From an optimization exercise on the open Yosys and OpenROAD flow, aimed at small area and a short achievable clock period; shortcuts taken in it are not production practice. RTL that was checked went through simulation tests only; none was proved equivalent to the original. Power is estimated from default activity; no workload was simulated.

==> run M: inputs <==
## user_logic
module user_logic
(
  Bus2IP_Clk,
  Bus2IP_Reset,
  Bus2IP_Data,
  Bus2IP_BE,
  Bus2IP_RdCE,
  Bus2IP_WrCE,
  IP2Bus_Data,
  IP2Bus_RdAck,
  IP2Bus_WrAck,
  IP2Bus_Error
);
Settings: LEC_CHECK=0, ABC_AREA=1, CAP_MARGIN=20, CORE_MARGIN=2, CORE_UTILIZATION=40, SETUP_SLACK_MARGIN=4, SLEW_MARGIN=20, SYNTH_HIERARCHICAL=1, SYNTH_MINIMUM_KEEP_SIZE=0, TNS_END_PERCENT=5; clock period 8.5 ns.
run.sh (not shown) runs the stock make flow with config.mk's settings and CLKGATE_MAP_FILE= SYNTH_SCRIPT=/design/flow/synth_recipe.tcl, a recipe that flattens the netlist after the stock synthesis.
==> inputs of run G, as changes to run M <==
--- a/flow/design.v
+++ b/flow/design.v
@@ -1132,19 +1132,13 @@
   always @(posedge Bus2IP_Clk) begin
     rst_d <= Bus2IP_Reset;
     for (k = 0; k < 32; k = k + 1)
       slv_reg2[k] <= pnext[31-k];
   end
-  reg [0:31] rdata;
-  always @(*) begin
-    case (Bus2IP_RdCE)
-      3'b100:  rdata = slv_reg0;
-      3'b010:  rdata = slv_reg1;
-      3'b001:  rdata = slv_reg2;
-      default: rdata = 32'd0;
-    endcase
-  end
+  wire rd0 = Bus2IP_RdCE[0], rd1 = Bus2IP_RdCE[1], rd2 = Bus2IP_RdCE[2];
+  wire rdv = (rd0 ^ rd1 ^ rd2) & ~(rd0 & rd1);
+  wire [0:31] rdata = {32{rdv}} & (({32{rd0}} & slv_reg0) | ({32{rd1}} & slv_reg1) | ({32{rd2}} & slv_reg2));
   assign IP2Bus_Data  = rdata;
   assign IP2Bus_RdAck = |Bus2IP_RdCE;
   assign IP2Bus_WrAck = |Bus2IP_WrCE;
   assign IP2Bus_Error = 1'b0;
 endmodule
==> inputs of run C, as changes to run M <==
==> flow/config.mk (replaced) <==
export PLATFORM = sky130hd
export DESIGN_NAME = user_logic
export DESIGN_NICKNAME = user_logic
export VERILOG_FILES = /design/flow/design.v
export SDC_FILE = /design/flow/constraint.sdc
export NUM_CORES = 4
export LEC_CHECK = 0
export ABC_AREA = 1
export CAP_MARGIN = 0
export CORE_MARGIN = 2
export CORE_UTILIZATION = 40
export SETUP_SLACK_MARGIN = 4
export SLEW_MARGIN = 0
export SYNTH_HIERARCHICAL = 1
export SYNTH_MINIMUM_KEEP_SIZE = 0
export TNS_END_PERCENT = 5
==> run summary <==
quantity                                                                     run G                      run C                      run M
Outcome                                                    complete, no violations    complete, no violations    complete, no violations
Reg-to-reg setup timing slack                                              3.96 ns                    4.01 ns                    4.01 ns
Number of buffers and inverters on the critical path                             5                          6                          6
Final weighted congestion in routability-driven placement                    0.859                      0.873                      0.873
Crit path max-delay cell type                                sky130_fd_sc_hd__ha_4  sky130_fd_sc_hd__o221ai_4  sky130_fd_sc_hd__o221ai_4
Share of cell area taken by multi-input logic gates                          0.661                      0.651                      0.651
Clk pwr share                                                                0.335                      0.293                      0.293
Critical path destination                                           IP2Bus_Data[3]            IP2Bus_Data[15]            IP2Bus_Data[15]
Effective utilization at floorplan                                           0.407                      0.405                      0.405
Sequential cell area share                                                   0.182                      0.185                      0.185
Area share of buffers outside the clock network                             0.0682                     0.0663                     0.0663
# clk buffers                                                                   20                         21                         21
Post-placement worst setup slack                                           2.76 ns                    3.03 ns                    3.03 ns
Total number of multi-input combinational cells                              1,283                      1,217                      1,217
Worst supply voltage drop on vdd                                            143 uV                     112 uV                     112 uV
Via-per-instance ratio                                                        5.93                       5.90                       5.90
Core ar.                                                                37,800 um2                 37,600 um2                 37,600 um2
Cells resized by post-CTS repair                                               188                        191                        191
Smallest setup slack after layout                                          3.79 ns                    3.97 ns                    3.97 ns
Function not checked in run G: the RTL went through the layout flow alone.

---

==> maple: inputs <==
user_logic, a different RTL version from the one above (not shown whole).
==> flow/config.mk <==
export PLATFORM = sky130hd
export DESIGN_NAME = user_logic
export DESIGN_NICKNAME = user_logic
export VERILOG_FILES = /design/flow/design.v
export SDC_FILE = /design/flow/constraint.sdc
export NUM_CORES = 4
export LEC_CHECK = 0
export ABC_AREA = 1
export CAP_MARGIN = 20
export CORE_MARGIN = 2
export CORE_UTILIZATION = 40
export CTS_BUF_LIST = sky130_fd_sc_hd__clkbuf_4 sky130_fd_sc_hd__clkbuf_8
export SETUP_SLACK_MARGIN = 4.3
export SLEW_MARGIN = 20
export SYNTH_HIERARCHICAL = 1
export SYNTH_MINIMUM_KEEP_SIZE = 0
export TNS_END_PERCENT = 5
==> flow/constraint.sdc <==
create_clock -name core_clock -period 8.5 [get_ports {Bus2IP_Clk}]
set_input_delay 1.7000 -clock core_clock [delete_from_list [all_inputs] [get_ports {Bus2IP_Clk}]]
set_output_delay 1.7000 -clock core_clock [all_outputs]
set_load 0.01 [all_outputs]
standard.sh (not shown) runs the stock make flow with config.mk's settings and CLKGATE_MAP_FILE= SYNTH_SCRIPT=/design/flow/synth_recipe.tcl, a recipe that flattens the netlist after the stock synthesis.
==> flow/flow/run.sh <==
#!/bin/bash
# The standard layout, with every input and output port buffered by
# sky130_fd_sc_hd__buf_2 (buffer_ports' -buffer_cell) instead of the cell
# buffer_ports picks by itself, and the buffers ABC put in at synthesis
# removed at floorplan (REMOVE_ABC_BUFFERS) so repair_design re-buffers only
# where needed. Everything else is the standard flow.
set -euo pipefail
bash standard.sh "BUFFER_PORTS_ARGS=-buffer_cell sky130_fd_sc_hd__buf_2" REMOVE_ABC_BUFFERS=1 finish > standard.log 2>&1
==> inputs of nickel, as changes to maple <==
--- a/flow/design.v
+++ b/flow/design.v
@@ -1063,134 +1063,133 @@
   wire adg31_31 = c435 & s436;
   wire adp31 = c435 ^ s436;
   wire adg1_0 = adg1_1 | (adp1 & adg0_0);
   wire adP1_0 = adp1 & adp0;
   wire adg2_0 = adg2_2 | (adp2 & adg1_0);
   wire adP2_0 = adp2 & adP1_0;
   wire adg3_0 = adg3_3 | (adp3 & adg2_0);
   wire adP3_0 = adp3 & adP2_0;
-  wire adg4_0 = adg4_4 | (adp4 & adg3_0);
-  wire adP4_0 = adp4 & adP3_0;
-  wire adg5_0 = adg5_5 | (adp5 & adg4_0);
-  wire adP5_0 = adp5 & adP4_0;
-  wire adg6_0 = adg6_6 | (adp6 & adg5_0);
-  wire adP6_0 = adp6 & adP5_0;
-  wire adg7_0 = adg7_7 | (adp7 & adg6_0);
-  wire adP7_0 = adp7 & adP6_0;
+  wire adg5_4 = adg5_5 | (adp5 & adg4_4);
+  wire adP5_4 = adp5 & adp4;
+  wire adg6_4 = adg6_6 | (adp6 & adg5_4);
+  wire adP6_4 = adp6 & adP5_4;
+  wire adg7_4 = adg7_7 | (adp7 & adg6_4);
+  wire adP7_4 = adp7 & adP6_4;
   wire adg9_8 = adg9_9 | (adp9 & adg8_8);
   wire adP9_8 = adp9 & adp8;
   wire adg10_8 = adg10_10 | (adp10 & adg9_8);
   wire adP10_8 = adp10 & adP9_8;
   wire adg11_8 = adg11_11 | (adp11 & adg10_8);
   wire adP11_8 = adp11 & adP10_8;
-  wire adg12_8 = adg12_12 | (adp12 & adg11_8);
-  wire adP12_8 = adp12 & adP11_8;
-  wire adg13_8 = adg13_13 | (adp13 & adg12_8);
-  wire adP13_8 = adp13 & adP12_8;
-  wire adg14_8 = adg14_14 | (adp14 & adg13_8);
-  wire adP14_8 = adp14 & adP13_8;
-  wire adg15_8 = adg15_15 | (adp15 & adg14_8);
-  wire adP15_8 = adp15 & adP14_8;
+  wire adg13_12 = adg13_13 | (adp13 & adg12_12);
+  wire adP13_12 = adp13 & adp12;
+  wire adg14_12 = adg14_14 | (adp14 & adg13_12);
+  wire adP14_12 = adp14 & adP13_12;
+  wire adg15_12 = adg15_15 | (adp15 & adg14_12);
+  wire adP15_12 = adp15 & adP14_12;
   wire adg17_16 = adg17_17 | (adp17 & adg16_16);
   wire adP17_16 = adp17 & adp16;
   wire adg18_16 = adg18_18 | (adp18 & adg17_16);
   wire adP18_16 = adp18 & adP17_16;
   wire adg19_16 = adg19_19 | (adp19 & adg18_16);
   wire adP19_16 = adp19 & adP18_16;
-  wire adg20_16 = adg20_20 | (adp20 & adg19_16);
-  wire adP20_16 = adp20 & adP19_16;
-  wire adg21_16 = adg21_21 | (adp21 & adg20_16);
-  wire adP21_16 = adp21 & adP20_16;
-  wire adg22_16 = adg22_22 | (adp22 & adg21_16);
-  wire adP22_16 = adp22 & adP21_16;
-  wire adg23_16 = adg23_23 | (adp23 & adg22_16);
-  wire adP23_16 = adp23 & adP22_16;
+  wire adg21_20 = adg21_21 | (adp21 & adg20_20);
+  wire adP21_20 = adp21 & adp20;
+  wire adg22_20 = adg22_22 | (adp22 & adg21_20);
+  wire adP22_20 = adp22 & adP21_20;
+  wire adg23_20 = adg23_23 | (adp23 & adg22_20);
+  wire adP23_20 = adp23 & adP22_20;
   wire adg25_24 = adg25_25 | (adp25 & adg24_24);
   wire adP25_24 = adp25 & adp24;
   wire adg26_24 = adg26_26 | (adp26 & adg25_24);
   wire adP26_24 = adp26 & adP25_24;
   wire adg27_24 = adg27_27 | (adp27 & adg26_24);
   wire adP27_24 = adp27 & adP26_24;
-  wire adg28_24 = adg28_28 | (adp28 & adg27_24);
-  wire adP28_24 = adp28 & adP27_24;
-  wire adg29_24 = adg29_29 | (adp29 & adg28_24);
-  wire adP29_24 = adp29 & adP28_24;
-  wire adg30_24 = adg30_30 | (adp30 & adg29_24);
-  wire adP30_24 = adp30 & adP29_24;
-  wire adg31_24 = adg31_31 | (adp31 & adg30_24);
-  wire adP31_24 = adp31 & adP30_24;
-  wire adg15_0 = adg15_8 | (adP15_8 & adg7_0);
-  wire adP15_0 = adP15_8 & adP7_0;
-  wire adg23_0 = adg23_16 | (adP23_16 & adg15_0);
-  wire adP23_0 = adP23_16 & adP15_0;
-  wire adg31_0 = adg31_24 | (adP31_24 & adg23_0);
-  wire adP31_0 = adP31_24 & adP23_0;
+  wire adg29_28 = adg29_29 | (adp29 & adg28_28);
+  wire adP29_28 = adp29 & adp28;
+  wire adg30_28 = adg30_30 | (adp30 & adg29_28);
+  wire adP30_28 = adp30 & adP29_28;
+  wire adg31_28 = adg31_31 | (adp31 & adg30_28);
+  wire adP31_28 = adp31 & adP30_28;
+  wire adg7_0 = adg7_4 | (adP7_4 & adg3_0);
+  wire adP7_0 = adP7_4 & adP3_0;
+  wire adg11_0 = adg11_8 | (adP11_8 & adg7_0);
+  wire adP11_0 = adP11_8 & adP7_0;
+  wire adg15_0 = adg15_12 | (adP15_12 & adg11_0);
+  wire adP15_0 = adP15_12 & adP11_0;
+  wire adg19_0 = adg19_16 | (adP19_16 & adg15_0);
+  wire adP19_0 = adP19_16 & adP15_0;
+  wire adg23_0 = adg23_20 | (adP23_20 & adg19_0);
+  wire adP23_0 = adP23_20 & adP19_0;
+  wire adg27_0 = adg27_24 | (adP27_24 & adg23_0);
+  wire adP27_0 = adP27_24 & adP23_0;
+  wire adg31_0 = adg31_28 | (adP31_28 & adg27_0);
+  wire adP31_0 = adP31_28 & adP27_0;
+  wire adg4_0 = adg4_4 | (adp4 & adg3_0);
+  wire adP4_0 = adp4 & adP3_0;
+  wire adg5_0 = adg5_4 | (adP5_4 & adg3_0);
+  wire adP5_0 = adP5_4 & adP3_0;
+  wire adg6_0 = adg6_4 | (adP6_4 & adg3_0);
+  wire adP6_0 = adP6_4 & adP3_0;
   wire adg8_0 = adg8_8 | (adp8 & adg7_0);
   wire adP8_0 = adp8 & adP7_0;
   wire adg9_0 = adg9_8 | (adP9_8 & adg7_0);
   wire adP9_0 = adP9_8 & adP7_0;
   wire adg10_0 = adg10_8 | (adP10_8 & adg7_0);
   wire adP10_0 = adP10_8 & adP7_0;
-  wire adg11_0 = adg11_8 | (adP11_8 & adg7_0);
-  wire adP11_0 = adP11_8 & adP7_0;
-  wire adg12_0 = adg12_8 | (adP12_8 & adg7_0);
-  wire adP12_0 = adP12_8 & adP7_0;
-  wire adg13_0 = adg13_8 | (adP13_8 & adg7_0);
-  wire adP13_0 = adP13_8 & adP7_0;
-  wire adg14_0 = adg14_8 | (adP14_8 & adg7_0);
-  wire adP14_0 = adP14_8 & adP7_0;
+  wire adg12_0 = adg12_12 | (adp12 & adg11_0);
+  wire adP12_0 = adp12 & adP11_0;
+  wire adg13_0 = adg13_12 | (adP13_12 & adg11_0);
+  wire adP13_0 = adP13_12 & adP11_0;
+  wire adg14_0 = adg14_12 | (adP14_12 & adg11_0);
+  wire adP14_0 = adP14_12 & adP11_0;
   wire adg16_0 = adg16_16 | (adp16 & adg15_0);
   wire adP16_0 = adp16 & adP15_0;
   wire adg17_0 = adg17_16 | (adP17_16 & adg15_0);
   wire adP17_0 = adP17_16 & adP15_0;
   wire adg18_0 = adg18_16 | (adP18_16 & adg15_0);
   wire adP18_0 = adP18_16 & adP15_0;
-  wire adg19_0 = adg19_16 | (adP19_16 & adg15_0);
-  wire adP19_0 = adP19_16 & adP15_0;
-  wire adg20_0 = adg20_16 | (adP20_16 & adg15_0);
-  wire adP20_0 = adP20_16 & adP15_0;
-  wire adg21_0 = adg21_16 | (adP21_16 & adg15_0);
-  wire adP21_0 = adP21_16 & adP15_0;
-  wire adg22_0 = adg22_16 | (adP22_16 & adg15_0);
-  wire adP22_0 = adP22_16 & adP15_0;
+  wire adg20_0 = adg20_20 | (adp20 & adg19_0);
+  wire adP20_0 = adp20 & adP19_0;
+  wire adg21_0 = adg21_20 | (adP21_20 & adg19_0);
+  wire adP21_0 = adP21_20 & adP19_0;
+  wire adg22_0 = adg22_20 | (adP22_20 & adg19_0);
+  wire adP22_0 = adP22_20 & adP19_0;
   wire adg24_0 = adg24_24 | (adp24 & adg23_0);
   wire adP24_0 = adp24 & adP23_0;
   wire adg25_0 = adg25_24 | (adP25_24 & adg23_0);
   wire adP25_0 = adP25_24 & adP23_0;
   wire adg26_0 = adg26_24 | (adP26_24 & adg23_0);
   wire adP26_0 = adP26_24 & adP23_0;
-  wire adg27_0 = adg27_24 | (adP27_24 & adg23_0);
-  wire adP27_0 = adP27_24 & adP23_0;
-  wire adg28_0 = adg28_24 | (adP28_24 & adg23_0);
-  wire adP28_0 = adP28_24 & adP23_0;
-  wire adg29_0 = adg29_24 | (adP29_24 & adg23_0);
-  wire adP29_0 = adP29_24 & adP23_0;
-  wire adg30_0 = adg30_24 | (adP30_24 & adg23_0);
-  wire adP30_0 = adP30_24 & adP23_0;
+  wire adg28_0 = adg28_28 | (adp28 & adg27_0);
+  wire adP28_0 = adp28 & adP27_0;
+  wire adg29_0 = adg29_28 | (adP29_28 & adg27_0);
+  wire adP29_0 = adP29_28 & adP27_0;
+  wire adg30_0 = adg30_28 | (adP30_28 & adg27_0);
+  wire adP30_0 = adP30_28 & adP27_0;
   wire [31:0] psum = {(adp31 ^ adg30_0), (adp30 ^ adg29_0), (adp29 ^ adg28_0), (adp28 ^ adg27_0), (adp27 ^ adg26_0), (adp26 ^ adg25_0), (adp25 ^ adg24_0), (adp24 ^ adg23_0), (adp23 ^ adg22_0), (adp22 ^ adg21_0), (adp21 ^ adg20_0), (adp20 ^ adg19_0), (adp19 ^ adg18_0), (adp18 ^ adg17_0), (adp17 ^ adg16_0), (adp16 ^ adg15_0), (adp15 ^ adg14_0), (adp14 ^ adg13_0), (adp13 ^ adg12_0), (adp12 ^ adg11_0), (adp11 ^ adg10_0), (adp10 ^ adg9_0), (adp9 ^ adg8_0), (adp8 ^ adg7_0), (adp7 ^ adg6_0), (adp6 ^ adg5_0), (adp5 ^ adg4_0), (adp4 ^ adg3_0), (adp3 ^ adg2_0), (adp2 ^ adg1_0), (adp1 ^ adg0_0), (adp0)};
   wire [31:0] pnext = psum;
   reg r2z;
   always @(posedge Bus2IP_Clk) r2z <= Bus2IP_Reset | rst_d;
   always @(posedge Bus2IP_Clk) begin
     rst_d <= Bus2IP_Reset;
     for (k = 0; k < 32; k = k + 1)
       slv_reg2[k] <= pnext[31-k];
   end
-  wire [0:31] rdata;
-  generate for (g = 0; g < 4; g = g + 1) begin : rdm
-    rdmux8 u (.rd(Bus2IP_RdCE), .r0(slv_reg0[g*8 +: 8]), .r1(slv_reg1[g*8 +: 8]), .r2(slv_reg2[g*8 +: 8]), .z2(r2z), .o(rdata[g*8 +: 8]));
-  end endgenerate
+  reg [0:31] rdata;
+  always @(*) begin
+    case (Bus2IP_RdCE)
+      3'b100:  rdata = slv_reg0;
+      3'b010:  rdata = slv_reg1;
+      3'b001:  rdata = r2z ? 32'd0 : slv_reg2;
+      default: rdata = 32'd0;
+    endcase
+  end
   assign IP2Bus_Data  = rdata;
   assign IP2Bus_RdAck = |Bus2IP_RdCE;
   assign IP2Bus_WrAck = |Bus2IP_WrCE;
   assign IP2Bus_Error = 1'b0;
 endmodule
 module fa (input a, input b, input c, output s, output co);
   assign s  = a ^ b ^ c;
   assign co = (a & b) | (a & c) | (b & c);
 endmodule
-module rdmux8 (input [0:2] rd, input [0:7] r0, input [0:7] r1, input [0:7] r2, input z2, output [0:7] o);
-  wire s0 = rd == 3'b100;
-  wire s1 = rd == 3'b010;
-  wire s2 = rd == 3'b001 && !z2;
-  assign o = ({8{s0}} & r0) | ({8{s1}} & r1) | ({8{s2}} & r2);
-endmodule
==> flow/run.sh (new file) <==
#!/bin/bash
# synth_recipe.tcl (not shown) runs the flow's synth.tcl, then flattens the netlist and writes it again
# the make line also repeats each setting of config.mk as NAME=value (left out here)
make -C /OpenROAD-flow-scripts/flow DESIGN_CONFIG=/design/flow/config.mk WORK_HOME=/design/flow/orfs CLKGATE_MAP_FILE= SYNTH_SCRIPT=/design/flow/synth_recipe.tcl finish
CTS_BUF_LIST = unset   (was sky130_fd_sc_hd__clkbuf_4 sky130_fd_sc_hd__clkbuf_8)
SETUP_SLACK_MARGIN = 4   (was 4.3)
removed: flow/flow/run.sh
removed: flow/standard.sh
==> summary of the runs <==
nickel passed the timing, design-rule and antenna checks. maple passed the timing, design-rule and antenna checks.
Clock skew: nickel is lower than maple (0.0064 ns).
In maple the sequential power is lower than in nickel, by about 8%.
Between nickel and maple, the lower core utilization is in maple (gap 0.16 points).
In maple the area after synthesis is higher than in nickel, by 6.5%.
Between maple and nickel, the lower power is in maple (gap 20%, measured against nickel).
Function not checked in maple: the RTL went through the layout flow alone.

==> static timing again, ports no longer ideal <==
No port has a modelled driver above. Below, the same layouts with a new extraction and two added sets of constraints. Step 1 assumes that a clkbuf_16 drives the clock port and a buf_2 every other input. Step 2 adds t to the input delays and takes it off the output delays; t is the mean of the earliest and latest rising clock arrival at the registers after step 1. Input paths then give back, and output paths get back, about the clock's delay inside the block. Three values: ideal, step 1, step 2; two values: the first two.
run	t (ns)	setup WS [ns]	clock arrival spread, ns	cell pins on the clock port's net
run M	0.502	3.968 / 3.947 / 3.947	0.015 / 0.015	1
run G	0.496	3.788 / 3.749 / 3.749	0.011 / 0.011	1
run C	0.502	3.968 / 3.947 / 3.947	0.015 / 0.015	1
maple	0.561	4.274 / 4.048 / 4.048	0.023 / 0.022	1
nickel	0.508	3.963 / 3.942 / 3.942	0.015 / 0.015	1
After both steps setup and hold are still met in every run listed. For maple, which loses most, drivers alone change the setup slack by -0.226 ns; drivers and shift together by -0.226 ns.
